This is an optimization exercise on Yosys and OpenROAD, whose aim is small area, not a production implementation. RTL that was checked went through simulation tests only; none was proved equivalent to the original. Only the layout flow was run in run 3; the RTL was not checked for function there. Power is estimated from default activity; no workload was simulated.

## flow/flow/abc_area.script

```
strash
&get -n
&deepsyn -T 30
&put
&get -n
&dch -f
&nf -R 1000
&put
```

## flow/config.mk

```make
export PLATFORM = sky130hd
export DESIGN_NAME = DMAC
export DESIGN_NICKNAME = DMAC
export VERILOG_FILES = /design/flow/design.v
export SDC_FILE = /design/flow/constraint.sdc
export NUM_CORES = 4
export LEC_CHECK = 0
export CAP_MARGIN = 20
export CORE_MARGIN = 2
export CORE_UTILIZATION = 40
export SLEW_MARGIN = 20
```

## flow/design.v

```verilog
module axi_master_write (
    input              clk,
    input              rstn,
    input              cmd_fire,
    input      [20:10] cmd_addr,
    input      [31:21] c_hi,
    input      [9:0]   c_addr,
    input              fired,
    input      [13:0]  q_init,
    input              c_incr,
    input      [7:0]   c_rm1,
    input              c_rz,
    output             cmd_ready,
    output             cmd_abort,
    output     [31:0]  AWADDR,
    output     [7:0]   AWLEN,
    output             AWVALID,
    input              AWREADY,
    output     [31:0]  WDATA,
    output     [3:0]   WSTRB,
    output             WLAST,
    output             WVALID,
    input              WREADY,
    input      [1:0]   BRESP,
    input              BVALID,
    output             BREADY
);
reg        busy;
reg        first;
reg        phantom_start;
reg        abort_pending;
reg        none_left;
reg [13:0] q;
reg [20:10] awaddr;
reg        awwrap;      
reg        awvalid;
reg        wvalid;
reg        wlast;
reg        wstrb;
reg        bready;
reg [9:0]  wdata;
reg [8:0]  beats_cnt;
wire awfire     = awvalid && AWREADY;
wire wfire      = wvalid && WREADY;
wire bfire      = BVALID && bready;
wire last_wfire = wlast && wfire;
wire aw_pending = awvalid && !AWREADY;
wire w_pending  = wvalid && !WREADY;
wire q_zero = (q == 14'd0);
wire [7:0] len_m1 = q_zero ? c_rm1 : (c_incr ? (first ? ~c_addr[9:2] : 8'hff) : 8'd15);
wire start_burst = busy && !abort_pending && !none_left && !awvalid && !fired
                && !(wvalid && !(wlast && WREADY));
wire complete = busy && ((last_wfire && none_left) || (abort_pending && !wvalid && !awvalid));
always @(posedge clk) begin
    if (!rstn)
        busy <= 1'b0;
    else if (cmd_fire)
        busy <= 1'b1;
    else if (complete)
        busy <= 1'b0;
end
always @(posedge clk) begin
    phantom_start <= busy && start_burst;
end
always @(posedge clk) begin
    if (!busy)
        abort_pending <= 1'b0;
    else if (bfire && BRESP[1])
        abort_pending <= 1'b1;
end
always @(posedge clk) begin
    if (cmd_fire)
        none_left <= 1'b0;
    else if (phantom_start)
        none_left <= q_zero || ((q == 14'd1) && c_rz);
    else if (abort_pending)
        none_left <= 1'b1;
end
always @(posedge clk) begin
    if (cmd_fire)
        q <= q_init;
    else if (awfire)
        q <= q - 14'd1;
end
always @(posedge clk) begin
    if (!busy)
        awaddr <= cmd_addr;
    else if (awfire && c_incr)
        awaddr <= awaddr + 11'd1;
end
always @(posedge clk) begin
    if (!busy)
        awwrap <= 1'b0;
    else if (awfire && c_incr && (&awaddr))
        awwrap <= 1'b1;
end
always @(posedge clk) begin
    if (cmd_fire)
        first <= 1'b1;
    else if (awfire)
        first <= 1'b0;
end
always @(posedge clk) begin
    if (!rstn)
        awvalid <= 1'b0;
    else if (!aw_pending)
        awvalid <= start_burst;
end
always @(posedge clk) begin
    if (!rstn)
        wvalid <= 1'b0;
    else if (!w_pending) begin
        if (last_wfire)
            wvalid <= 1'b0;
        if (start_burst)
            wvalid <= 1'b1;
    end
end
wire [8:0] cnt_step = phantom_start ? {1'b0, len_m1} : {9{wfire}};
wire       cnt_cin  = phantom_start && !wfire;
always @(posedge clk) begin
    if (!rstn)
        beats_cnt <= 9'b0;
    else
        beats_cnt <= beats_cnt + cnt_step + {8'b0, cnt_cin};
end
always @(posedge clk) begin
    if (!rstn)
        wdata <= 10'b0;
    else if (wfire)
        wdata <= wlast ? 10'b0 : wdata + 10'd1;
end
always @(posedge clk) begin
    if (!w_pending) begin
        if (start_burst)
            wlast <= (len_m1 == 8'd0);
        else if (phantom_start)
            wlast <= (len_m1 == 8'd1);
        else
            wlast <= (beats_cnt == 9'd2);
    end
end
always @(posedge clk) begin
    if (!w_pending)
        wstrb <= !abort_pending;
end
always @(posedge clk) begin
    if (!rstn)
        bready <= 1'b0;
    else if (last_wfire)
        bready <= 1'b1;
    else if (bfire)
        bready <= 1'b0;
end
assign cmd_ready = !busy && !abort_pending;
assign cmd_abort = abort_pending;
assign AWADDR  = {c_hi + {10'b0, awwrap}, awaddr, (first || !c_incr) ? c_addr[9:2] : 8'b0, first ? c_addr[1:0] : 2'b0};
assign AWLEN   = len_m1;
assign AWVALID = awvalid;
assign WDATA   = {22'b0, wdata};
assign WSTRB   = {4{wstrb}};
assign WLAST   = wlast;
assign WVALID  = wvalid;
assign BREADY  = bready;
endmodule
module axi_master_read (
    input              clk,
    input              rstn,
    input              cmd_fire,
    input      [20:10] cmd_addr,
    input      [31:21] c_hi,
    input      [9:0]   c_addr,
    input              fired,
    input      [13:0]  q_init,
    input              c_incr,
    input      [7:0]   c_rm1,
    input              c_rz,
    output             cmd_ready,
    output             cmd_abort,
    output     [31:0]  ARADDR,
    output     [7:0]   ARLEN,
    output             ARVALID,
    input              ARREADY,
    input              RLAST,
    input      [1:0]   RRESP,
    input              RVALID,
    output             RREADY
);
reg        busy;
reg        first;
reg        phantom_start;
reg        abort_pending;
reg        none_left;
reg [13:0] q;
reg [20:10] araddr;
reg        arwrap;      
reg        arvalid;
reg        rready;
reg [7:0]  outstanding;    
wire arfire     = arvalid && ARREADY;
wire rfire      = RVALID && rready;
wire last_rfire = RLAST && rfire;
wire ar_pending = arvalid && !ARREADY;
wire q_zero = (q == 14'd0);
wire [7:0] len_m1 = q_zero ? c_rm1 : (c_incr ? (first ? ~c_addr[9:2] : 8'hff) : 8'd15);
wire start_burst = busy && !abort_pending && !none_left && !arvalid && !fired;
wire complete = busy && !fired && !phantom_start && none_left
             && ((outstanding == 8'd0) || (last_rfire && (outstanding == 8'd1)));
always @(posedge clk) begin
    if (!rstn)
        busy <= 1'b0;
    else if (cmd_fire)
        busy <= 1'b1;
    else if (complete)
        busy <= 1'b0;
end
always @(posedge clk) begin
    phantom_start <= busy && start_burst;
end
always @(posedge clk) begin
    if (!rstn)
        outstanding <= 8'd0;
    else if (phantom_start && !last_rfire)
        outstanding <= outstanding + 8'd1;
    else if (last_rfire && !phantom_start)
        outstanding <= outstanding - 8'd1;
end
always @(posedge clk) begin
    if (!busy)
        abort_pending <= 1'b0;
    else if (rfire && RRESP[1])
        abort_pending <= 1'b1;
end
always @(posedge clk) begin
    if (cmd_fire)
        none_left <= 1'b0;
    else if (phantom_start)
        none_left <= q_zero || ((q == 14'd1) && c_rz);
    else if (abort_pending)
        none_left <= 1'b1;
end
always @(posedge clk) begin
    if (cmd_fire)
        q <= q_init;
    else if (arfire)
        q <= q - 14'd1;
end
always @(posedge clk) begin
    if (!busy)
        araddr <= cmd_addr;
    else if (arfire && c_incr)
        araddr <= araddr + 11'd1;
end
always @(posedge clk) begin
    if (!busy)
        arwrap <= 1'b0;
    else if (arfire && c_incr && (&araddr))
        arwrap <= 1'b1;
end
always @(posedge clk) begin
    if (cmd_fire)
        first <= 1'b1;
    else if (arfire)
        first <= 1'b0;
end
always @(posedge clk) begin
    if (!rstn)
        arvalid <= 1'b0;
    else if (!ar_pending)
        arvalid <= start_burst;
end
always @(posedge clk) begin
    if (!rstn)
        rready <= 1'b0;
    else if (arfire)
        rready <= 1'b1;
    else if (complete)
        rready <= 1'b0;
end
assign cmd_ready = !busy && !abort_pending;
assign cmd_abort = abort_pending;
assign ARADDR  = {c_hi + {10'b0, arwrap}, araddr, (first || !c_incr) ? c_addr[9:2] : 8'b0, first ? c_addr[1:0] : 2'b0};
assign ARLEN   = len_m1;
assign ARVALID = arvalid;
assign RREADY  = rready;
endmodule
module DMAC #(
    parameter AXI_ID_WD   = 2,
    parameter AXI_DATA_WD = 32,
    parameter AXI_ADDR_WD = 32,
    parameter AXI_STRB_WD = 4
)(
    input                      AXI_ACLK,
    input                      AXI_ARESETN,
    input                      cmd_valid,
    input  [AXI_ADDR_WD-1 : 0] cmd_addr,
    input  [AXI_ID_WD-1   : 0] cmd_id,
    input  [1 : 0]             cmd_burst,
    input  [2 : 0]             cmd_size,
    input  [AXI_ADDR_WD-1 : 0] cmd_len,
    output                     cmd_ready,
    output                     cmd_abort,
    output [AXI_ADDR_WD-1 : 0] AXI_AWADDR,
    output [AXI_ID_WD-1   : 0] AXI_AWID,
    output [1 : 0]             AXI_AWBURST,
    output [2 : 0]             AXI_AWSIZE,
    output [7 : 0]             AXI_AWLEN,
    output                     AXI_AWVALID,
    input                      AXI_AWREADY,
    output [AXI_DATA_WD-1 : 0] AXI_WDATA,
    output [AXI_STRB_WD-1 : 0] AXI_WSTRB,
    output                     AXI_WLAST,
    output                     AXI_WVALID,
    input                      AXI_WREADY,
    input  [AXI_ID_WD-1   : 0] AXI_BID,
    input  [1 : 0]             AXI_BRESP,
    input                      AXI_BVALID,
    output                     AXI_BREADY,
    output [AXI_ADDR_WD-1 : 0] AXI_ARADDR,
    output [AXI_ID_WD-1   : 0] AXI_ARID,
    output [1 : 0]             AXI_ARBURST,
    output [2 : 0]             AXI_ARSIZE,
    output [7 : 0]             AXI_ARLEN,
    output                     AXI_ARVALID,
    input                      AXI_ARREADY,
    input  [AXI_DATA_WD-1 : 0] AXI_RDATA,
    input                      AXI_RLAST,
    input  [AXI_ID_WD-1   : 0] AXI_RID,
    input  [1 : 0]             AXI_RRESP,
    input                      AXI_RVALID,
    output                     AXI_RREADY
);
wire w_cmd_ready, r_cmd_ready;
wire w_cmd_abort, r_cmd_abort;
assign cmd_ready = w_cmd_ready && r_cmd_ready;
assign cmd_abort = w_cmd_abort || r_cmd_abort;
wire cmd_fire = cmd_valid && cmd_ready;
wire [17:0] cmd_beats = cmd_len[19:2];
wire [7:0]  cmd_off   = cmd_addr[9:2];
wire        cmd_incr  = (cmd_burst == 2'b01);
wire [18:0] cmd_end   = {1'b0, cmd_beats} + {11'b0, cmd_off};
wire        cmd_cross = |cmd_end[18:8];
wire [13:0] q_init   = cmd_incr ? {3'b0, cmd_end[18:8]} : cmd_beats[17:4];
wire [7:0]  r_init   = cmd_incr ? (cmd_cross ? cmd_end[7:0] : cmd_beats[7:0])
                                : {4'b0, cmd_beats[3:0]};
wire [7:0]  rm1_init = r_init - 8'd1;
reg [1:0] c_id;
reg [1:0] c_burst;
reg [2:0] c_size;
reg [7:0] c_rm1;      
reg [9:0] c_addr;     
reg       fired;      
reg [10:0] c_hi;      
always @(posedge AXI_ACLK) begin
    if (cmd_fire) begin
        c_id    <= cmd_id;
        c_burst <= cmd_burst;
        c_size  <= cmd_size;
        c_rm1   <= rm1_init;
        c_addr  <= cmd_addr[9:0];
        c_hi    <= cmd_addr[31:21];
    end
end
always @(posedge AXI_ACLK) begin
    fired <= cmd_fire;
end
wire c_incr = (c_burst == 2'b01);
wire c_rz   = &c_rm1;
assign AXI_AWID    = c_id;
assign AXI_AWBURST = c_burst;
assign AXI_AWSIZE  = c_size;
assign AXI_ARID    = c_id;
assign AXI_ARBURST = c_burst;
assign AXI_ARSIZE  = c_size;
axi_master_write axi_master_write (
    .clk       (AXI_ACLK),
    .rstn      (AXI_ARESETN),
    .cmd_fire  (cmd_fire),
    .cmd_addr  (cmd_addr[20:10]),
    .c_hi      (c_hi),
    .c_addr    (c_addr),
    .fired     (fired),
    .q_init    (q_init),
    .c_incr    (c_incr),
    .c_rm1     (c_rm1),
    .c_rz      (c_rz),
    .cmd_ready (w_cmd_ready),
    .cmd_abort (w_cmd_abort),
    .AWADDR    (AXI_AWADDR),
    .AWLEN     (AXI_AWLEN),
    .AWVALID   (AXI_AWVALID),
    .AWREADY   (AXI_AWREADY),
    .WDATA     (AXI_WDATA),
    .WSTRB     (AXI_WSTRB),
    .WLAST     (AXI_WLAST),
    .WVALID    (AXI_WVALID),
    .WREADY    (AXI_WREADY),
    .BRESP     (AXI_BRESP),
    .BVALID    (AXI_BVALID),
    .BREADY    (AXI_BREADY)
);
axi_master_read axi_master_read (
    .clk       (AXI_ACLK),
    .rstn      (AXI_ARESETN),
    .cmd_fire  (cmd_fire),
    .cmd_addr  (cmd_addr[20:10]),
    .c_hi      (c_hi),
    .c_addr    (c_addr),
    .fired     (fired),
    .q_init    (q_init),
    .c_incr    (c_incr),
    .c_rm1     (c_rm1),
    .c_rz      (c_rz),
    .cmd_ready (r_cmd_ready),
    .cmd_abort (r_cmd_abort),
    .ARADDR    (AXI_ARADDR),
    .ARLEN     (AXI_ARLEN),
    .ARVALID   (AXI_ARVALID),
    .ARREADY   (AXI_ARREADY),
    .RLAST     (AXI_RLAST),
    .RRESP     (AXI_RRESP),
    .RVALID    (AXI_RVALID),
    .RREADY    (AXI_RREADY)
);
endmodule
```

## flow/standard.sh

```bash
#!/bin/bash
# synth_recipe.tcl (not shown) runs the flow's synth.tcl, then flattens the netlist and writes it again
# the make line also repeats each setting of config.mk as NAME=value (left out here)
make -C /OpenROAD-flow-scripts/flow DESIGN_CONFIG=/design/flow/config.mk WORK_HOME=/design/flow/orfs CLKGATE_MAP_FILE= SYNTH_SCRIPT=/design/flow/synth_recipe.tcl "${@:-finish}"
```

## flow/flow/synth.tcl

```tcl
# synth_recipe.tcl (the standard synthesis) with ABC's mapping script and delay target replaced.
proc abc {args} {
  set out {}
  set skip 0
  foreach a $args {
    if {$skip} { set skip 0; continue }
    if {$a eq "-script" || $a eq "-D"} { set skip 1; continue }
    lappend out $a
  }
  set out [linsert $out 0 -script $::env(MY_ABC_SCRIPT)]
  lappend out -D $::env(MY_ABC_D)
  puts "abc override: $out"
  yosys abc {*}$out
}
source $::env(MY_WORK)/synth_recipe.tcl
```

## flow/flow/run.sh

```bash
#!/bin/bash
set -euo pipefail
export MY_WORK="$PWD"
export MY_ABC_SCRIPT="$PWD/flow/abc_area.script"
export MY_ABC_D=6500
export BUFFER_PORTS_ARGS="-buffer_cell sky130_fd_sc_hd__buf_1"
# clock tree: the standard arguments, without dummy loads
export CTS_ARGS="-sink_clustering_enable -repair_clock_nets -dont_use_dummy_load -buf_list sky130_fd_sc_hd__clkbuf_8"
if [[ -f flow/env.sh ]]; then source flow/env.sh; fi
sed "s#SYNTH_SCRIPT=[^ ]*#SYNTH_SCRIPT=$PWD/flow/synth.tcl#" standard.sh > my_standard.sh
bash my_standard.sh > flow_make.log 2>&1
```

## flow/constraint.sdc

```tcl
create_clock -name core_clock -period 6.5 [get_ports {AXI_ACLK}]
set_input_delay 1.3000 -clock core_clock [delete_from_list [all_inputs] [get_ports {AXI_ACLK}]]
set_output_delay 1.3000 -clock core_clock [all_outputs]
set_load 0.01 [all_outputs]
```

==> key figures, run 1 <==
Run status
  – Status: no timing/DRC/antenna violations

Clock tree
  – Clk root buf: clkbuf_8
  – Clk buf depth: 2
  – CTS Sinks: roughly 130
  – CTS Hold Buffers Added: 0
  – Reg clk slew, reported paths: approximately 80 ps
  – CTS resizes: 0
  – CTS tree: built
  – Htree depth: 4
  – Post-CTS Setup Bufs: 0
  – CTS buffer count: 17
  – Worst skew pair latency: ~440 ps

Yosys
  – Synth area leader: edfxtp_1
  – Number of synthesized register bits: about 130
  – Share of the synthesized area in the top cell type: 0.349
  – Top FF cell, synth: edfxtp_1
  – EDFF count, synth: about 90
  – Yosys warns: 3
  – Post-synthesis cell type count: 47
  – Sequential fraction of the synthesis area: 0.467
  – Post-Synthesis Cell Area: 7580 um^2
  – Mapped Cells: a little under 800
  – Area contributors post-synth: edfxtp_1 35%, dfxtp_1 12%, ha_1 5.4%, a21oi_1 4.8%, o21ai_0 3.7%
  – Mean post-synth cell area: roughly 9.8 um^2
  – Ys async rst share: 0

STA
  – Final setup skew: around 30 ps
  – Crit path time final: around 4800 ps
  – Final Hold Vio Count: 0
  – Achievable Freq: around 210 MHz
  – Final Max Tran Viols: 0
  – Setup violators final: 0
  – Final Worst Setup Slack: around 1700 ps
  – Worst Max-Slew Pin Slew: between 900 and 1000 ps
  – Slew headroom: 0.370
  – Setup TNS: 0 ps
  – RSZ-0062 raised after global routing: false
  – Tcrit/Tclk final: 0.732

Route
  – DRC violations left: 0
  – Routed length per instance: 16.1 um
  – Avg Vias per Cell: around 5.3
  – Pre-antenna DRT Iters: 5
  – Initial drt markers: about 330
  – Antenna viol nets, final: 0
  – Vias: 6333
  – Post-Route WL: about 19000 um

Finish
  – Most frequent cells in the layout: 183 x buf_1, 88 x edfxtp_1, 73 x a21oi_1
  – Synth-to-Final Area Change: 14.3%
  – Layout Nets: around 1100
  – # diodes: 0
  – Commonest non-fill, non-tap cell in the layout: buf_1
  – Layout cell share with drive strength beyond 1: 0.0238
  – Final core area utilization: 0.465
  – Fin cells: 1199

Place
  – Placed Instances: around 1200
  – Worst slack, placed: 1300 ps
  – RD Place Congestion: roughly 0.82
  – Hpwl dp: 14900 um
  – Port buffer count: 183

Worst setup path
  – Kind of critical path: input pin to flop
  – Critical path arrival: between 4000 and 5000 ps
  – Critical path cell sequence: buf_1 > ha_1 > clkinv_1 > fa_1 > nor2b_1 > o21ai_0 > nand2b_1 > a21oi_1 > o21bai_1 > a21o_1 > a21o_1 > nor2_1 > nor2_1 > nor3_1 > nor2_1 > o21ai_0 > o21ai_0 > nand4_1 > nor4_1 > xnor2_1
  – Crit-path max FO: 11
  – Cell family with most CP delay: simple AND/OR/NAND/NOR gates
  – CP bufs+invs: 2
  – Max incr delay on CP: 550 ps
  – Startpoint types: input pin
  – WP data required: roughly 6700 ps
  – Crit. End Element: flop
  – Crit-path slowest cell: nor2_1

Floorplan
  – Row cnt: 50
  – Die width: between 100 and 150 um
  – DIE AREA: around 20000 um^2
  – Total core area: 18600 um^2
  – Chip Height: approximately 140 um
  – Number of I/O pins: 258
  – Starting Density: 0.407

Global routing
  – GRT Max-Usage Layer: met2
  – Vias in the first global route: a little under 6000
  – Largest net degree at the start of global routing: 37
  – GR Overflow Total: 0
  – M2 GR Usage: 0.313
  – Routing usage on met1: 0.264
  – Met3 GRT Util: 0.0331
  – First-pass GRT wire length: between 30000 and 40000 um
  – GRT Resource Usage Total: 0.193
  – Antenna violations before repair: 0

Power and ir drop
  – Power Density: between 200 and 250 nW/um^2
  – Peak VDD IR: approximately 0.13 mV
  – Leakage power: approximately 0.0032 uW

Run
  – Max-Cap Viols: 0

Worst hold path
  – Worst min path class: flop to flop
-- where the power goes --
part | internal, uW | total, uW | switching, uW | leakage (uW)
sequential | 1030 | 1140 | 103 | 0.00122
combinational | 184 | 469 | 285 | 0.00184
clock | 230 | 511 | 281 | 0.000122
total | 1450 | 2120 | 669 | 0.00318
-- registers in the layout, summed over array words and instances (netlist names), 2 cells and up --
register	cells
axi_master_read.araddr	11
axi_master_read.outstanding	8
axi_master_read.q	14
axi_master_write.awaddr	11
axi_master_write.beats_cnt	9
axi_master_write.q	14
axi_master_write.wdata	10
c_addr	10
c_burst	2
c_hi	11
c_id	2
c_rm1	8
c_size	3
-- final timing paths --
path                                                 from                            end  slack [ps]  cells past startpoint
worst max-delay path                           cmd_len[2]                       c_rm1[7]        1740                     20
worst min-delay path            axi_master_read.none_left  axi_master_read.phantom_start         450                      1
worst max register to register      axi_master_write.q[4]  axi_master_write.beats_cnt[8]        1900                     18
worst min register to register  axi_master_read.none_left  axi_master_read.phantom_start         450                      1
-- metal layers --
metal,share of wire,vias to the layer above,routed length [um]
met5,0,-,0
met2,0.46,191,8850
met1,0.47,2917,9080
met4,0.018,0,348
li1,-,3200,-
met3,0.050,25,961
-- kinds of logic (layout without fill, tap and decap cells) --
logic type	count (synthesis)	count (layout)	share of synthesized area
and+or+nand+nor	271	271	0.187
AOI/OAI and AO/OA	221	221	0.174
DFF	133	133	0.467
buffers and inverters	55	227	0.0436
xor gates and xnor gates	50	50	0.0578
adders and majority gates	36	36	0.0624
muxes	5	5	0.00726
other	1	22	0.000495
-- per-stage QoR --
| step | power, uW | hold WS, ps | cell area, um^2 |
|---|---|---|---|
| 5_1_grt | 2250 | 468 | 8660 |
| 3_5_place_dp | 1620 | 453 | 8430 |
| 4_1_cts | 2140 | 446 | 8660 |
| 3_3_place_gp | 1610 | 442 | 8430 |
| 6_report | 2120 | 451 | 8660 |
| 2_1_floorplan | 1460 | 425 | 7660 |
-- Yosys cell counts, types with 2 or more instances --
cell type	n
xor2_1	22
clkinv_1	22
or4_1	5
or2_0	5
nor4_1	11
a22oi_1	2
o21a_1	15
a21boi_0	5
o22ai_1	6
a31oi_1	17
ha_1	33
mux2_1	4
nor3_1	25
a22o_1	3
and4_1	14
o31ai_1	11
xnor2_1	28
o21bai_1	6
buf_4	33
dfxtp_1	45
and2_0	26
a21oi_1	73
nand3_1	15
o21ai_0	56
nor2_1	51
or3_1	2
nand4_1	13
fa_1	3
edfxtp_1	88
and3_1	18
nand2_1	61
nand2b_1	11
nor2b_1	9
a21o_1	21
-- layout make-up --
type | instances | area (um^2)
Clock buffer | 17 | 234
Tap cell | 234 | 293
Multi-Input combinational cell | 605 | 3780
Timing Repair Buffer | 188 | 724
Fill cell | 1877 | 9980
Sequential cell | 133 | 3540
Inverter | 22 | 82.6
==> run 2, diff against run 1 <==
==> flow/flow/env.sh (new file) <==
export CTS_ARGS="-sink_clustering_enable -repair_clock_nets -dont_use_dummy_load -buf_list sky130_fd_sc_hd__clkbuf_4 -root_buf sky130_fd_sc_hd__clkbuf_8"
--- a/flow/config.mk
+++ b/flow/config.mk
@@ -9,3 +9,4 @@
 export CORE_MARGIN = 2
-export CORE_UTILIZATION = 40
+export CORE_UTILIZATION = 65
+export PLACE_DENSITY = 0.8
 export SLEW_MARGIN = 20
==> key figures, run 2 <==
Global routing
  – First-pass GRT wire length: roughly 29000 um
  – Largest net degree at the start of global routing: 38
  – GRT Resource Usage Total: 0.283
  – GR Overflow Total: 0
  – Antenna violations before repair: 0
  – Vias in the first global route: 6111

STA
  – Setup TNS: 0 ps
  – Achievable Freq: 204 MHz
  – Worst Max-Slew Pin Slew: between 900 and 1000 ps
  – Final setup skew: roughly 23 ps
  – Setup violators final: 0
  – RSZ-0062 raised after global routing: false
  – Crit path time final: between 4000 and 5000 ps
  – Slew headroom: 0.360
  – Final Hold Vio Count: 0
  – Final Max Tran Viols: 0
  – Tcrit/Tclk final: 0.756

Place
  – RD Place Congestion: 0.933
  – Port buffer count: between 150 and 200
  – Placed Instances: between 1000 and 1500
  – Hpwl dp: 13600 um

Finish
  – Layout cell share with drive strength beyond 1: 0.0218
  – Fill count: 861
  – # diodes: 0
  – Fin cells: between 1000 and 1500
  – Top Registers: axi_master_read.q (14), axi_master_write.q (14)
  – Layout Nets: 1122
  – Commonest non-fill, non-tap cell in the layout: buf_1
  – Final core area utilization: 0.739
  – Area taken by multi-input logic gates: about 3800 um^2
  – Reg area: ~3500 um^2
  – Most frequent cells in the layout: 183 x buf_1, 88 x edfxtp_1, 73 x a21oi_1
  – Synth-to-Final Area Change: 11.4%

Route
  – Met1 WL: roughly 7400 um
  – Vias: 6629
  – Met3 wire length: roughly 1300 um
  – Top Layer Used: met4
  – DRC violations left: 0
  – Avg Vias per Cell: between 5 and 6
  – Met2 WL post-DR: between 8000 and 9000 um
  – Antenna viol nets, final: 0
  – Initial drt markers: roughly 600
  – Pre-antenna DRT Iters: 5
  – Routed length per instance: roughly 16 um
  – Post-Route WL: between 15000 and 20000 um

Power and ir drop
  – Power Density: ~230 nW/um^2
  – Clock share of power: 0.191
  – Gate power share: 0.233
  – Flop pwr share: 0.576
  – P_sw: between 600 and 700 uW
  – Switch share: 0.322
  – Peak VDD IR: about 0.16 mV
  – Cell internal pwr: roughly 1300 uW
  – Total chip power: around 2000 uW
  – Leakage power: about 0.0031 uW

Floorplan
  – DIE AREA: 12500 um^2
  – Number of I/O pins: roughly 260
  – Chip Height: around 110 um
  – Total core area: approximately 11000 um^2
  – Starting Density: 0.664
  – Row cnt: 39
  – Die width: roughly 110 um

Clock tree
  – Htree depth: 4
  – Reg clk slew, reported paths: between 100 and 150 ps
  – CTS buffer count: 17
  – Post-CTS Setup Bufs: 0
  – CTS resizes: 0
  – CTS tree: built
  – Clk buf depth: 2
  – Clk root buf: clkbuf_8
  – Worst skew pair latency: approximately 430 ps
  – CTS Sinks: approximately 130
  – CTS Hold Buffers Added: 0

Yosys
  – Mapped Cells: 772
  – Yosys warns: 3
  – Most common cell in the netlist: edfxtp_1
  – Post-synthesis cell type count: 47
  – EDFF count, synth: between 80 and 90
  – Commonest cells post-synth: 88 x edfxtp_1, 73 x a21oi_1, 61 x nand2_1
  – Area contributors post-synth: edfxtp_1 35%, dfxtp_1 12%, ha_1 5.4%, a21oi_1 4.8%, o21ai_0 3.7%
  – Synth area leader: edfxtp_1
  – Top FF cell, synth: edfxtp_1
  – Ys async rst share: 0
  – Post-Synthesis Cell Area: ~7600 um^2
  – Share of the synthesized area in the top cell type: 0.349
  – Number of synthesized register bits: ~130
  – Mean post-synth cell area: ~10 um^2
  – Sequential fraction of the synthesis area: 0.467

Worst setup path
  – Critical path arrival: just over 5000 ps
  – R2R cell count: 18
  – Crit. End Element: flop
  – WP data required: between 6000 and 7000 ps
  – Critical R2R Launch: axi_master_write.q[4]
  – Crit-path slowest cell: nor2_1
  – Worst setup path start: cmd_len[2]
  – Crit-path max FO: 11
  – Flop2flop setup slack: 2020 ps
  – Startpoint types: input pin
  – Critical path cell sequence: buf_1 > ha_1 > clkinv_1 > fa_1 > nor2b_1 > o21ai_0 > nand2b_1 > a21oi_1 > o21bai_1 > a21o_1 > a21o_1 > nor2_1 > nor2_1 > nor3_1 > nor2_1 > o21ai_0 > o21ai_0 > nand4_1 > nor4_1 > xnor2_1
  – Kind of critical path: input pin to flop
  – Max incr delay on CP: between 500 and 600 ps

Run status
  – Status: no timing/DRC/antenna violations

Worst hold path
  – Hold path depth: 1
  – Hold wc startpoint: axi_master_write.wdata[9]
  – Worst min path class: flop to flop

Run
  – Max-Cap Viols: 0
run 2: final cells by class:
class                   instances  share of cell area
flip-flops and latches        133               0.420
well taps                     143              0.0212
repair buffers                187              0.0849
multi-input cells             605               0.448
inverters                      22             0.00978
clock buffers                  17              0.0159
run 2: routing by layer:
layer,up-vias,GRT usage
met5,-,0
li1,3212,-
met1,3074,0.369
met2,307,0.466
met3,36,0.0561
met4,0,0.115
run 2: cell families (layout without fill, tap and decap cells):
logic type	count (synthesis)	after routing	share of synthesized area
and+or+nand+nor	271	271	0.187
AOI/OAI and AO/OA	221	221	0.174
DFF	133	133	0.467
buffers and inverters	55	226	0.0436
xor gates and xnor gates	50	50	0.0578
adders and majority gates	36	36	0.0624
muxes	5	5	0.00726
other	1	22	0.000495
run 2: power groups by stage:
| stage | sequential (uW) | clock [uW] | combinational [uW] |
|---|---|---|---|
| finish | 1140 | 379 | 461 |
| global route | 1160 | 416 | 519 |
| CTS | 1140 | 383 | 461 |
| detailed placement | 1160 | 0 | 457 |
| global placement | 1150 | 0 | 438 |
| floorplan | 1150 | 0 | 315 |
run 2: path summary, 6_finish.rpt:
path,end
worst max-delay path,c_rm1[7]
worst min-delay path,axi_master_write.wdata[9]
worst min register to register,axi_master_write.wdata[9]
worst max register to register,axi_master_write.beats_cnt[8]
run 2: critical path, delay by kind of cell:
family	cells	cell delay [ps]
simple gates	8	1760
compound gates	7	1090
xor+xnor	1	120
fa+ha+maj	2	560
buf+inv	2	210
run 2: through the flow:
stage               instance area (um^2)  setup slack [ps]  hold WS (ps)
finish                              8440              1590           457
global route                        8440              1150           503
CTS                                 8440              1690           458
detailed placement                  8310              1260           444
global placement                    8310              1490           438
floorplan                           7660              1930           425
==> run 3, diff against run 2 <==
--- a/flow/design.v
+++ b/flow/design.v
@@ -119,3 +119,3 @@
 wire [8:0] cnt_step = phantom_start ? {1'b0, len_m1} : {9{wfire}};
-wire       cnt_cin  = phantom_start && !wfire;
+wire       cnt_cin  = phantom_start;
 always @(posedge clk) begin
@@ -136,4 +136,2 @@
             wlast <= (len_m1 == 8'd0);
-        else if (phantom_start)
-            wlast <= (len_m1 == 8'd1);
         else
@@ -345,3 +343,2 @@
                                 : {4'b0, cmd_beats[3:0]};
-wire [7:0]  rm1_init = r_init - 8'd1;
 reg [1:0] c_id;
@@ -349,3 +346,3 @@
 reg [2:0] c_size;
-reg [7:0] c_rm1;      
+reg [7:0] c_r;        
 reg [9:0] c_addr;     
@@ -358,3 +355,3 @@
         c_size  <= cmd_size;
-        c_rm1   <= rm1_init;
+        c_r     <= r_init;
         c_addr  <= cmd_addr[9:0];
@@ -367,3 +364,4 @@
 wire c_incr = (c_burst == 2'b01);
-wire c_rz   = &c_rm1;
+wire c_rz   = ~|c_r;
+wire [7:0] c_rm1 = c_r - 8'd1;
 assign AXI_AWID    = c_id;
--- a/flow/config.mk
+++ b/flow/config.mk
@@ -9,4 +9,3 @@
 export CORE_MARGIN = 2
-export CORE_UTILIZATION = 65
-export PLACE_DENSITY = 0.8
+export CORE_UTILIZATION = 40
 export SLEW_MARGIN = 20
removed: flow/flow/env.sh
==> key figures, run 3 <==
Place
  – RD Place Congestion: 0.828
  – Port buffer count: roughly 180
  – Hpwl dp: approximately 15000 um

Worst setup path
  – Worst setup path start: axi_master_write.q[3]
  – CP bufs+invs: 1
  – WP data required: a little under 7000 ps
  – Critical R2R Launch: axi_master_write.q[3]
  – Critical path cell sequence: nor4_1 > nand3_1 > nor3_1 > buf_4 > a22oi_1 > a21o_1 > fa_1 > fa_1 > a21o_1 > a21o_1 > a21o_1 > a21oi_1 > nor2_1 > o21a_1 > nor2_1 > o21ai_0 > a21oi_1
  – Startpoint types: flop
  – Critical path arrival: a little under 5000 ps
  – Crit-path slowest cell: nor4_1
  – Crit-path max FO: 9
  – Crit path top cell by count: a21o_1
  – Crit. End Element: flop
  – Max incr delay on CP: 630 ps
  – Cell family with most CP delay: compound AO/OA/AOI/OAI gates
  – Kind of critical path: flop to flop

Clock tree
  – Clk buf depth: 2
  – CTS Hold Buffers Added: 0
  – Clk root buf: clkbuf_8
  – Post-CTS Setup Bufs: 0
  – Worst skew pair latency: 440 ps
  – Htree depth: 4
  – CTS Sinks: 133
  – CTS tree: built
  – Reg clk slew, reported paths: roughly 80 ps
  – CTS resizes: 0
  – CTS buffer count: 17

Floorplan
  – Total core area: 18600 um^2
  – Die width: 141 um
  – Number of I/O pins: approximately 260
  – Row cnt: 50
  – DIE AREA: 20000 um^2
  – Starting Density: 0.406
  – Chip Height: around 140 um

Finish
  – Synth-to-Final Area Change: 14.8%
  – Area taken by multi-input logic gates: between 3000 and 4000 um^2
  – Reg area: roughly 3500 um^2
  – Layout Nets: approximately 1100
  – Commonest non-fill, non-tap cell in the layout: buf_1
  – Final core area utilization: 0.466
  – # diodes: 0
  – Fill count: 1834
  – Layout cell share with drive strength beyond 1: 0.0282
  – Most frequent cells in the layout: 183 x buf_1, 88 x edfxtp_1, 70 x a21oi_1
  – Top Registers: axi_master_read.q (14), axi_master_write.q (14)

Yosys
  – Synth area leader: edfxtp_1
  – Post-Synthesis Cell Area: around 7600 um^2
  – Mean post-synth cell area: 9.93 um^2
  – Most common cell in the netlist: edfxtp_1
  – Number of synthesized register bits: between 100 and 150
  – Commonest cells post-synth: 88 x edfxtp_1, 70 x a21oi_1, 56 x o21ai_0
  – EDFF count, synth: between 80 and 90
  – Area contributors post-synth: edfxtp_1 35%, dfxtp_1 12%, ha_1 5.6%, a21oi_1 4.6%, o21ai_0 3.7%
  – Top FF cell, synth: edfxtp_1
  – Ys async rst share: 0
  – Mapped Cells: roughly 760
  – Share of the synthesized area in the top cell type: 0.350
  – Post-synthesis cell type count: 48
  – Sequential fraction of the synthesis area: 0.469
  – Yosys warns: 3

Power and ir drop
  – Total chip power: between 2000 and 2500 uW
  – Power Density: ~240 nW/um^2
  – Leakage power: about 0.0033 uW
  – Peak VDD IR: around 0.13 mV

Global routing
  – Antenna violations before repair: 0
  – Vias in the first global route: approximately 6000
  – GR Overflow Total: 0
  – GRT Resource Usage Total: 0.191
  – Largest net degree at the start of global routing: 29
  – First-pass GRT wire length: a little over 30000 um

Route
  – Avg Vias per Cell: approximately 5.3
  – Initial drt markers: ~380
  – DRC violations left: 0
  – Pre-antenna DRT Iters: 5
  – Vias: approximately 6300
  – Routed length per instance: roughly 16 um
  – Antenna viol nets, final: 0
  – Post-Route WL: roughly 19000 um

STA
  – Achievable Freq: approximately 220 MHz
  – Crit path time final: about 4500 ps
  – Final Max Tran Viols: 0
  – Setup violators final: 0
  – Setup TNS: 0 ps
  – Final Hold Vio Count: 0
  – Slew headroom: 0.407
  – Final setup skew: 23.5 ps
  – RSZ-0062 raised after global routing: false
  – Tcrit/Tclk final: 0.696
  – Worst Max-Slew Pin Slew: between 800 and 900 ps

Worst hold path
  – Worst min path class: flop to flop
  – Hold wc startpoint: axi_master_read.none_left

Run
  – Max-Cap Viols: 0

Run status
  – Status: no timing/DRC/antenna violations
run 3: cell count changes after synthesis, moves of 4 or more:
cell      change
xnor2_1       -4
clkinv_1      +4
and3_1        +8
a22oi_1       +7
and4_1        -4
xor2_1        +4
or4_1         -4
nand3_1       -5
nand2_1      -15
nor2_1        -4
o31ai_1       -7
or3_1         +6
run 3: cell families after synthesis:
family                     count (synthesis)  share of synthesized area
other                                      1                   0.000496
and+or+nand+nor                          252                      0.176
adders and majority gates                 37                     0.0642
buffers and inverters                     59                     0.0457
xor gates and xnor gates                  50                     0.0579
DFF                                      133                      0.469
muxes                                      6                    0.00877
AOI/OAI and AO/OA                        223                      0.178
run 3: where the power goes:
group | leakage, uW | switching, uW | internal, uW
clock | 0.000122 | 278 | 230
combinational | 0.00191 | 285 | 187
sequential | 0.00122 | 102 | 1030
total | 0.00325 | 665 | 1450
run 3: per-layer routing:
layer	GRT usage	routed length, um	vias to the layer above
met5	0	0	-
met4	0.0621	280	0
met3	0.0391	1060	20
met2	0.303	8550	191
met1	0.262	9090	2917
li1	-	-	3167
run 3: area by class of cell:
class	count	area share
clock buffers	17	0.0270
inverters	26	0.0112
multi-input cells	590	0.432
flip-flops and latches	133	0.408
well taps	234	0.0337
repair buffers	192	0.0878
run 3: per-stage QoR:
stage	setup slack [ps]	cells	instance area [um^2]	hold WS [ps]
after floorplan	2280	782	7640	423
after global placement	1860	1174	8430	441
after detailed placement	1820	1174	8430	452
after CTS	1920	1191	8660	451
after global routing	1740	1192	8680	476
final	1980	1192	8680	455
run 3: worst paths after layout:
kind	cells after the start	to	slack [ps]
min reg2reg	1	axi_master_read.phantom_start	450
max reg2reg	17	axi_master_write.beats_cnt[8]	1980
max	17	axi_master_write.beats_cnt[8]	1980
min	1	axi_master_read.phantom_start	450
==> run 4, diff against run 3 <==
--- a/flow/design.v
+++ b/flow/design.v
@@ -40,3 +40,3 @@
 reg        bready;
-reg [9:0]  wdata;
+reg [8:0]  wdata;      
 reg [8:0]  beats_cnt;
@@ -128,5 +128,5 @@
     if (!rstn)
-        wdata <= 10'b0;
+        wdata <= 9'b0;
     else if (wfire)
-        wdata <= wlast ? 10'b0 : wdata + 10'd1;
+        wdata <= wlast ? 9'b0 : wdata + 9'd1;
 end
@@ -157,3 +157,3 @@
 assign AWVALID = awvalid;
-assign WDATA   = {22'b0, wdata};
+assign WDATA   = {23'b0, wdata};
 assign WSTRB   = {4{wstrb}};
==> flow/flow/env.sh (new file) <==
export SYNTH_INSBUF=0
--- a/flow/config.mk
+++ b/flow/config.mk
@@ -10,2 +10,3 @@
 export CORE_UTILIZATION = 40
+export GPL_TIMING_DRIVEN = 0
 export SLEW_MARGIN = 20
==> key figures, run 4 <==
Clock tree
  – Htree depth: 4
  – Clk buf depth: 2
  – Reg clk slew, reported paths: roughly 60 ps
  – Worst skew pair latency: about 430 ps
  – Clk root buf: clkbuf_8
  – CTS Hold Buffers Added: 0
  – CTS Sinks: ~130
  – CTS buffer count: 17
  – Post-CTS Setup Bufs: 0
  – CTS tree: built
  – CTS resizes: 0

Power and ir drop
  – Gate power share: 0.221
  – Power Density: about 240 nW/um^2
  – Cell internal pwr: between 1000 and 1500 uW
  – Peak VDD IR: 0.119 mV
  – P_sw: 652 uW
  – Clock share of power: 0.238
  – Total chip power: around 2100 uW
  – Switch share: 0.312
  – Leakage power: 0.00320 uW
  – Flop pwr share: 0.542

Floorplan
  – Chip Height: 139 um
  – Die width: 139 um
  – Row cnt: between 40 and 50
  – Starting Density: 0.407
  – DIE AREA: just under 20000 um^2
  – Number of I/O pins: about 260
  – Total core area: about 18000 um^2

Yosys
  – Number of synthesized register bits: ~130
  – Post-Synthesis Cell Area: between 7000 and 8000 um^2
  – Ys async rst share: 0
  – EDFF count, synth: a little under 90
  – Yosys warns: 3
  – Top FF cell, synth: edfxtp_1
  – Mean post-synth cell area: between 10 and 15 um^2
  – Sequential fraction of the synthesis area: 0.482
  – Post-synthesis cell type count: 45
  – Share of the synthesized area in the top cell type: 0.362
  – Most common cell in the netlist: edfxtp_1
  – Commonest cells post-synth: 88 x edfxtp_1, 70 x a21oi_1, 52 x nand2_1
  – Area contributors post-synth: edfxtp_1 36%, dfxtp_1 12%, ha_1 5.8%, a21oi_1 4.8%, o21ai_0 3.4%
  – Mapped Cells: just over 700
  – Synth area leader: edfxtp_1

Route
  – Met3 wire length: around 1200 um
  – Met2 WL post-DR: just over 8000 um
  – Avg Vias per Cell: around 5.4
  – Post-Route WL: 18200 um
  – Met1 WL: approximately 8400 um
  – Vias: around 6300
  – Antenna viol nets, final: 0
  – Pre-antenna DRT Iters: 5
  – DRC violations left: 0
  – Top Layer Used: met4
  – Initial drt markers: approximately 280
  – Routed length per instance: ~15 um

Worst setup path
  – Critical path arrival: ~5400 ps
  – Crit. End Element: flop
  – Kind of critical path: flop to flop
  – WP data required: 6810 ps
  – Flop2flop setup slack: 1440 ps
  – Worst setup path start: axi_master_write.q[0]
  – Startpoint types: flop
  – R2R cell count: 22
  – Crit-path max FO: 10
  – Worst R2R End: axi_master_write.beats_cnt[8]
  – Critical R2R Launch: axi_master_write.q[0]

Global routing
  – Vias in the first global route: 5941
  – Antenna violations before repair: 0
  – GR Overflow Total: 0
  – Largest net degree at the start of global routing: 36
  – First-pass GRT wire length: roughly 30000 um
  – GRT Resource Usage Total: 0.189

Worst hold path
  – Hold wc startpoint: axi_master_read.outstanding[7]
  – Hold path depth: 1
  – Hold EP: axi_master_read.outstanding[7]
  – Worst min path class: flop to flop

STA
  – Worst Max-Slew Pin Slew: 1050 ps
  – Setup violators final: 0
  – Slew headroom: 0.301
  – Tcrit/Tclk final: 0.778
  – Achievable Freq: about 200 MHz
  – RSZ-0062 raised after global routing: false
  – Final Max Tran Viols: 0
  – Final setup skew: 23.1 ps
  – Hold_ws: 451 ps
  – Setup TNS: 0 ps
  – Final Hold Vio Count: 0
  – Crit path time final: just over 5000 ps

Finish
  – Top Registers: axi_master_read.q (14), axi_master_write.q (14)
  – Most frequent cells in the layout: 182 x buf_1, 88 x edfxtp_1, 70 x a21oi_1
  – Fill count: ~1800
  – Layout Nets: around 1100
  – # diodes: 0
  – Commonest non-fill, non-tap cell in the layout: buf_1
  – Layout cell share with drive strength beyond 1: 0.0200
  – Area taken by multi-input logic gates: between 3000 and 4000 um^2
  – Fin cells: about 1200
  – Synth-to-Final Area Change: 17.9%
  – Reg area: between 3000 and 4000 um^2
  – Final design area excluding fillers: 8620 um^2

Place
  – RD Place Congestion: approximately 0.85
  – Hpwl dp: ~14000 um
  – Port buffer count: about 180
  – Post-DP Area: 8380 um^2
  – Placed Instances: about 1200

Run
  – Max-Cap Viols: 0

Run status
  – Status: no timing/DRC/antenna violations
## run 4: cell types whose count changed after synthesis, sizes merged, moves of 3 or more
cell,delta
a31oi,-5
and2,+3
and3,-5
buf,-33
nand2,+6
nor2,-8
nor3b,+3
nor4,+4
o21ai,-6
or3,-3
## run 4: layout make-up
class | instances | area share
Clock buffer | 17 | 0.0272
Sequential cell | 132 | 0.409
Timing Repair Buffer | 183 | 0.0816
Inverter | 26 | 0.0115
Multi-Input combinational cell | 590 | 0.438
Tap cell | 229 | 0.0333
## run 4: metrics by stage
stage	util	worst slack, ps
detailed placement	0.467	1490
floorplan	-	2250
CTS	0.480	1470
global placement	0.465	898
global route	0.480	1000
finish	0.480	1440
## run 4: routing by layer
metal,vias up,global-route usage
met5,-,0
met4,0,0.0521
met3,22,0.0490
met2,246,0.311
met1,2892,0.249
li1,3156,-
## run 4: power by group through the flow
| stage | sequential, uW | clock (uW) | combinational, uW |
|---|---|---|---|
| floorplan | 1140 | 0 | 302 |
| global placement | 1150 | 0 | 454 |
| detailed placement | 1150 | 0 | 464 |
| CTS | 1130 | 518 | 466 |
| global route | 1150 | 549 | 525 |
| finish | 1130 | 498 | 461 |
## run 4: critical path: stages (launching register included)
cell      delay (ps)
edfxtp_1         450
clkinv_1          80
ha_1             150
nand2b_1         110
nor3_1           250
nand2_1          150
or4_1            450
nor2_1           200
and2_0           450
nor2_1           160
a22oi_1          350
a21oi_1          150
fa_1             440
fa_1             420
nor2_1           120
o21ai_0           80
nand2b_1         130
a21o_1           140
a21o_1           140
a21o_1           130
a21oi_1          100
o21ai_0          210
a21oi_1           60
## run 4: logic make-up after synthesis
| group | count (synthesis) | synth area share |
|---|---|---|
| AOI/OAI and AO/OA | 215 | 0.178 |
| xor gates and xnor gates | 50 | 0.0599 |
| and+or+nand+nor | 259 | 0.191 |
| muxes | 6 | 0.00907 |
| buffers and inverters | 26 | 0.0134 |
| other | 1 | 0.000513 |
| DFF | 132 | 0.482 |
| adders and majority gates | 37 | 0.0664 |
## run 4: worst max-delay path by stage
stage                               endpoint  depth (start not counted)
2_1_floorplan  axi_master_write.beats_cnt[8]                         22
3_3_place_gp            axi_master_read.q[7]                          7
3_5_place_dp   axi_master_write.beats_cnt[8]                         22
4_1_cts        axi_master_write.beats_cnt[8]                         22
5_1_grt        axi_master_write.beats_cnt[8]                         22
6_report       axi_master_write.beats_cnt[8]                         22
==> run 5, diff against run 4 <==
--- a/flow/flow/run.sh
+++ b/flow/flow/run.sh
@@ -7,3 +7,3 @@
 # clock tree: the standard arguments, without dummy loads
-export CTS_ARGS="-sink_clustering_enable -repair_clock_nets -dont_use_dummy_load -buf_list sky130_fd_sc_hd__clkbuf_8"
+export CTS_ARGS="-sink_clustering_enable -repair_clock_nets -dont_use_dummy_load -buf_list sky130_fd_sc_hd__clkbuf_4 -root_buf sky130_fd_sc_hd__clkbuf_8"
 if [[ -f flow/env.sh ]]; then source flow/env.sh; fi
--- a/flow/flow/synth.tcl
+++ b/flow/flow/synth.tcl
@@ -1,2 +1,4 @@
-# synth_recipe.tcl (the standard synthesis) with ABC's mapping script and delay target replaced.
+# synth_recipe.tcl (the standard synthesis) with ABC's mapping script and delay target replaced,
+# and no adder cells (ha/fa) mapped before ABC, so ABC maps the adders with the rest of the logic.
+set ::env(ADDER_MAP_FILE) ""
 proc abc {args} {
--- a/flow/config.mk
+++ b/flow/config.mk
@@ -9,4 +9,5 @@
 export CORE_MARGIN = 2
-export CORE_UTILIZATION = 40
+export CORE_UTILIZATION = 65
 export GPL_TIMING_DRIVEN = 0
+export PLACE_DENSITY = 0.8
 export SLEW_MARGIN = 20
==> key figures, run 5 <==
Run status
  – Status: no timing/DRC/antenna violations

Yosys
  – Post-synthesis cell type count: 41
  – Mean post-synth cell area: between 9 and 10 um^2
  – Most common cell in the netlist: edfxtp_1
  – Commonest cells post-synth: 88 x edfxtp_1, 67 x nor2_1, 65 x a21oi_1
  – Sequential fraction of the synthesis area: 0.520
  – Post-Synthesis Cell Area: 6770 um^2
  – Share of the synthesized area in the top cell type: 0.390
  – Number of synthesized register bits: about 130
  – Area contributors post-synth: edfxtp_1 39%, dfxtp_1 13%, xnor2_1 5.6%, a21oi_1 4.8%, nor2_1 3.7%
  – Top FF cell, synth: edfxtp_1
  – Mapped Cells: a little under 700
  – Yosys warns: 3
  – Synth area leader: edfxtp_1
  – Ys async rst share: 0
  – EDFF count, synth: between 80 and 90

Clock tree
  – Clk buf depth: 2
  – CTS tree: built
  – Post-CTS Setup Bufs: 0
  – Worst skew pair latency: 400 ps
  – CTS Sinks: ~130
  – Clk root buf: clkbuf_8
  – Reg clk slew, reported paths: around 80 ps
  – CTS buffer count: 17
  – CTS Hold Buffers Added: 0
  – Htree depth: 4
  – CTS resizes: 0

Worst hold path
  – Worst min path class: flop to flop

STA
  – Final Max Tran Viols: 0
  – Final Hold Vio Count: 0
  – Setup violators final: 0
  – Achievable Freq: around 180 MHz
  – Slew headroom: 0.303
  – Final Worst Setup Slack: roughly 950 ps
  – Crit path time final: approximately 5500 ps
  – Tcrit/Tclk final: 0.853
  – RSZ-0062 raised after global routing: false
  – Worst Max-Slew Pin Slew: roughly 1000 ps
  – Setup TNS: 0 ps
  – Final setup skew: 21.5 ps
  – Hold_ws: around 470 ps

Worst setup path
  – Crit. End Element: flop
  – WP data required: ~6700 ps
  – Startpoint types: input pin
  – Crit-path max FO: 5
  – Critical path arrival: around 5700 ps
  – Kind of critical path: input pin to flop

Global routing
  – GRT Resource Usage Total: 0.291
  – Largest net degree at the start of global routing: 43
  – Antenna violations before repair: 0
  – Vias in the first global route: approximately 5600
  – GR Overflow Total: 0
  – First-pass GRT wire length: around 26000 um

Finish
  – # diodes: 0
  – Synth-to-Final Area Change: 16.2%
  – Commonest non-fill, non-tap cell in the layout: buf_1
  – Fill count: 724
  – Layout Nets: 1035
  – Most frequent cells in the layout: 182 x buf_1, 88 x edfxtp_1, 67 x nor2_1
  – Layout cell share with drive strength beyond 1: 0.0219
  – Final design area excluding fillers: between 7000 and 8000 um^2
  – Top Registers: axi_master_read.q (14), axi_master_write.q (14)

Route
  – Post-Route WL: between 15000 and 20000 um
  – Top Layer Used: met4
  – Avg Vias per Cell: about 5.8
  – Routed length per instance: between 15 and 20 um
  – Initial drt markers: 495
  – DRC violations left: 0
  – Pre-antenna DRT Iters: 5
  – Met2 WL post-DR: slightly below 8000 um
  – Vias: 6121
  – Met1 WL: a little under 7000 um
  – Met3 wire length: ~1300 um
  – Antenna viol nets, final: 0

Floorplan
  – Total core area: around 10000 um^2
  – Number of I/O pins: around 260
  – Row cnt: 37
  – DIE AREA: between 10000 and 15000 um^2
  – Chip Height: about 110 um
  – Die width: 106 um
  – Starting Density: 0.662

Run
  – Max-Cap Viols: 0

Place
  – Hpwl dp: 12300 um
  – Worst slack, placed: between 500 and 600 ps
  – Port buffer count: 182
  – RD Place Congestion: around 0.94
  – Post-DP Area: slightly below 8000 um^2

Power and ir drop
  – Peak VDD IR: between 0.1 and 0.15 mV
  – Power Density: roughly 250 nW/um^2
  – Leakage power: 0.00278 uW
run 5: cell count changes after synthesis, sizes merged, moves of 12 or more:
cell   change
a21o      -16
and2      -14
ha        -34
nand2     +12
nor2      +28
nor2b     +16
xnor2     +18
run 5: power breakdown:
part / internal [uW] / total, uW / switching [uW] / leakage (uW)
combinational: 185 / 450 / 266 / 0.00149
clock: 128 / 374 / 245 / 0.0000808
sequential: 1030 / 1130 / 106 / 0.00121
run 5: stage by stage:
step	utilization	power [uW]	std cells
floorplan	-	1440	712
global placement	0.754	1570	1030
detailed placement	0.756	1590	1032
CTS	0.769	1960	1049
global route	0.769	2060	1049
finish	0.769	1960	1049
run 5: per-layer routing:
layer	track usage	vias to the layer above
met1	0.372	2853
li1	-	2941
met2	0.494	302
met5	0	-
met3	0.0699	25
met4	0.0874	0
run 5: final cells by class:
class	instances	area (um^2)	area share
multi-input cells	562	3270	0.415
flip-flops and latches	132	3520	0.448
well taps	136	170	0.0216
clock buffers	17	134	0.0170
repair buffers	184	711	0.0903
inverters	18	68.8	0.00874
run 5: final timing paths:
kind	from	end	slack, ps	cells past startpoint
worst max-delay path	cmd_len[2]	axi_master_write.q[9]	950	27
worst min-delay path	axi_master_write.beats_cnt[8]	axi_master_write.beats_cnt[8]	470	1
worst max register to register	axi_master_write.q[10]	axi_master_write.beats_cnt[8]	1900	21
worst min register to register	axi_master_write.beats_cnt[8]	axi_master_write.beats_cnt[8]	470	1
run 5: logic make-up after synthesis:
group                      Yosys count  synth area share
and+or+nand+nor                    287             0.210
AOI/OAI and AO/OA                  173             0.153
DFF                                132             0.520
xor gates and xnor gates            65            0.0840
buffers and inverters               18           0.00997
muxes                               12            0.0198
adders and majority gates            2           0.00296
other                                1          0.000554
run 5: worst max-delay path, cell delays in order:
cell and delay [ps]:
buf_1 140, and3_1 190, nor2_1 60, nor3b_1 280, o21ai_0 160, nor2b_1 160, or2_0 190, and3_1 200
nor2_1 60, nor3b_1 300, a21oi_1 110, and2_0 200, nor2_1 180, maj3_1 220, nand2_1 80, clkinv_1 80
nand2_1 70, nor2_1 240, and3_1 240, and2_0 250, and3_1 220, and2_0 190, nand2_1 70, nand2_1 80
o21bai_1 150, nand2_1 80, or2_0 210
==> run 6, diff against run 5 <==
--- a/flow/config.mk
+++ b/flow/config.mk
@@ -10,3 +10,2 @@
 export CORE_UTILIZATION = 65
-export GPL_TIMING_DRIVEN = 0
 export PLACE_DENSITY = 0.8
removed: flow/flow/env.sh
==> key figures, run 6 <==
Floorplan
  – Total core area: between 10000 and 15000 um^2
  – Die width: 108 um
  – Starting Density: 0.675
  – Row cnt: 37
  – DIE AREA: between 10000 and 15000 um^2
  – Number of I/O pins: between 200 and 300
  – Chip Height: roughly 110 um

Yosys
  – Combinational family with the most area after synthesis: simple AND/OR/NAND/NOR gates
  – Post-Synthesis Cell Area: ~7000 um^2
  – EDFF count, synth: 88
  – Sequential fraction of the synthesis area: 0.501
  – XOR/XNOR share of the synthesized area: 0.0810
  – Simple-Gate Fraction of Synth Area: 0.202
  – Top FF cell, synth: edfxtp_1
  – Ys async rst share: 0
  – Commonest cells post-synth: 88 x edfxtp_1, 67 x nor2_1, 65 x a21oi_1
  – Mean post-synth cell area: 9.71 um^2
  – Post-synthesis cell type count: 42
  – Share of the synthesized area in the top cell type: 0.376
  – Mapped Cells: 724
  – Most common cell in the netlist: edfxtp_1
  – Compound-Gate Fraction of Synth Area: 0.147
  – Synth area leader: edfxtp_1
  – Yosys warns: 3
  – Number of synthesized register bits: 132
  – Area contributors post-synth: edfxtp_1 38%, dfxtp_1 13%, xnor2_1 5.4%, a21oi_1 4.6%, buf_4 3.6%
  – Synth Area in Adders: 0.00285
  – Mux cell area share after synthesis: 0.0190

STA
  – Worst Max-Slew Pin Slew: 1030 ps
  – Achievable Freq: 180 MHz
  – RSZ-0062 raised after global routing: false
  – Setup TNS: 0 ps
  – Slew headroom: 0.315
  – Tcrit/Tclk final: 0.856
  – Setup violators final: 0
  – Final Hold Vio Count: 0
  – Crit path time final: 5560 ps
  – Final setup skew: about 38 ps
  – Final Max Tran Viols: 0

Clock tree
  – Clk root buf: clkbuf_8
  – CTS Sinks: 132
  – Reg clk slew, reported paths: 100 ps
  – CTS tree: built
  – CTS buffer count: 17
  – Htree depth: 4
  – CTS Hold Buffers Added: 0
  – Post-CTS Setup Bufs: 0
  – CTS resizes: 0
  – Clk buf depth: 2
  – Worst skew pair latency: ~410 ps

Finish
  – Layout cell share with drive strength beyond 1: 0.0230
  – Most frequent cells in the layout: 182 x buf_1, 88 x edfxtp_1, 67 x nor2_1
  – Synth-to-Final Area Change: 11.9%
  – # diodes: 0
  – Top Registers: axi_master_read.q (14), axi_master_write.q (14)
  – Fin cells: 1050
  – Layout Nets: about 1000
  – Commonest non-fill, non-tap cell in the layout: buf_1

Route
  – Avg Vias per Cell: approximately 5.8
  – Vias: 6125
  – Initial drt markers: about 470
  – Pre-antenna DRT Iters: 6
  – Routed length per instance: 15.9 um
  – Post-Route WL: between 15000 and 20000 um
  – Antenna viol nets, final: 0
  – DRC violations left: 0

Global routing
  – GR Overflow Total: 0
  – Antenna violations before repair: 0
  – GRT Resource Usage Total: 0.283
  – Largest net degree at the start of global routing: 46
  – First-pass GRT wire length: 25700 um
  – Vias in the first global route: approximately 5600

Worst setup path
  – Crit. End Element: flop
  – Critical path arrival: 5730 ps
  – Crit-path max FO: 5
  – Startpoint types: input pin
  – WP data required: 6670 ps
  – Kind of critical path: input pin to flop

Place
  – Hpwl dp: around 13000 um
  – Port buffer count: 182
  – RD Place Congestion: roughly 0.88
  – Placed Instances: between 1000 and 1500

Power and ir drop
  – Switch share: 0.318
  – Peak VDD IR: between 0.1 and 0.15 mV
  – Cell internal pwr: 1340 uW
  – Clock share of power: 0.191
  – Flop pwr share: 0.577
  – Total chip power: about 2000 uW
  – Gate power share: 0.232
  – P_sw: ~620 uW
  – Power Density: 249 nW/um^2
  – Leakage power: about 0.0028 uW

Worst hold path
  – Worst min path class: flop to flop

Run
  – Max-Cap Viols: 0

Run status
  – Status: no timing/DRC/antenna violations
run 6: cell count changes after synthesis:
cell   before  now
buf_4       0   34
run 6: final timing paths:
check                                          startpoint                            end  slack, ps  depth (start not counted)
worst max register to register     axi_master_write.q[10]  axi_master_write.beats_cnt[8]       1810                         21
worst max-delay path                          cmd_addr[2]          axi_master_write.q[9]        940                         27
worst min-delay path            axi_master_read.none_left  axi_master_read.phantom_start        470                          1
worst min register to register  axi_master_read.none_left  axi_master_read.phantom_start        470                          1
run 6: layer usage:
metal,up-vias,GRT usage,wire (um)
li1,2958,-,-
met1,2833,0.365,6980
met2,305,0.489,8080
met3,29,0.0639,1360
met4,0,0.0678,223
met5,-,0,0
run 6: kinds of logic after synthesis:
| logic type | Yosys count |
|---|---|
| buffers and inverters | 52 |
| multiplexers | 12 |
| AND/OR/NAND/NOR | 287 |
| AO/OA/AOI/OAI | 173 |
| XOR/XNOR | 65 |
| adder cells (fa/ha/maj) | 2 |
| flip-flops | 132 |
| other | 1 |
run 6: power by group through the flow:
stage / Combinational, uW / Clock (uW) / Sequential [uW]
2_1_floorplan: 315 / 0 / 1140
3_3_place_gp: 428 / 0 / 1140
3_5_place_dp: 447 / 0 / 1150
4_1_cts: 451 / 381 / 1130
5_1_grt: 502 / 415 / 1150
6_report: 454 / 376 / 1130
run 6: final cells by class:
type / instances / area, um^2
inverter: 18 / 67.6
fill: 795 / 2550
timing repair buffer: 185 / 706
sequential: 132 / 3520
tap: 136 / 170
multi-input combinational: 562 / 3270
clock buffer: 17 / 134
run 6: critical path, stage by stage:
cell	delay, ps
buf_1	140
and3_1	200
nor2_1	60
nor3b_1	230
o21ai_0	170
nor2b_1	160
or2_0	180
and3_1	190
nor2_1	50
nor3b_1	280
a21oi_1	90
and2_0	180
nor2_1	170
maj3_1	220
nand2_1	90
clkinv_1	80
nand2_1	90
nor2_1	260
and3_1	240
and2_0	260
and3_1	220
and2_0	210
nand2_1	80
nand2_1	90
o21bai_1	170
nand2_1	80
or2_0	220
run 6: metrics by stage:
stage | utilization | instance area (um^2) | hold WS (ps) | setup slack [ps]
finish | 0.755 | 7870 | 465 | 935
global route | 0.755 | 7870 | 471 | 587
CTS | 0.755 | 7870 | 456 | 1050
detailed placement | 0.742 | 7730 | 456 | 612
global placement | 0.742 | 7730 | 446 | 902
floorplan | - | 7110 | 422 | 1430

afterwards: timing with drivers on the ports:
The flow's constraints put no driver on any port. The routed layouts listed below were extracted and timed again, unchanged, in two steps.
Step 1, drivers: a clkbuf_16 drives AXI_ACLK and a buf_2 each remaining input, both assumed.
Step 2 times the ports against the registers' clock, not the clock port: input delays grow and output delays shrink by t, the midpoint of the rising clock arrivals with the driver on.
a / b / c = ideal / step 1 / step 2; a / b = the first two.
run | shift t [ns] | setup slack, ns | worst setup path after step 2 | latest minus earliest clock arrival (ns)
run 1 | 0.467 | 1.742 / 1.756 / 1.289 | input to register | 0.030 / 0.030
run 2 | 0.448 | 1.586 / 1.592 / 1.145 | input to register | 0.027 / 0.027
run 3 | 0.468 | 1.975 / 1.975 / 1.821 | input to register | 0.024 / 0.025
run 4 | 0.464 | 1.440 / 1.440 / 1.440 | register to register | 0.038 / 0.038
run 5 | 0.427 | 0.954 / 0.966 / 0.539 | input to register | 0.028 / 0.028
run 6 | 0.429 | 0.935 / 0.948 / 0.519 | input to register | 0.038 / 0.038
After both steps setup and hold are still met in every run listed. For run 1, which loses most, drivers alone change the setup slack by +0.014 ns; drivers and shift together by -0.453 ns.
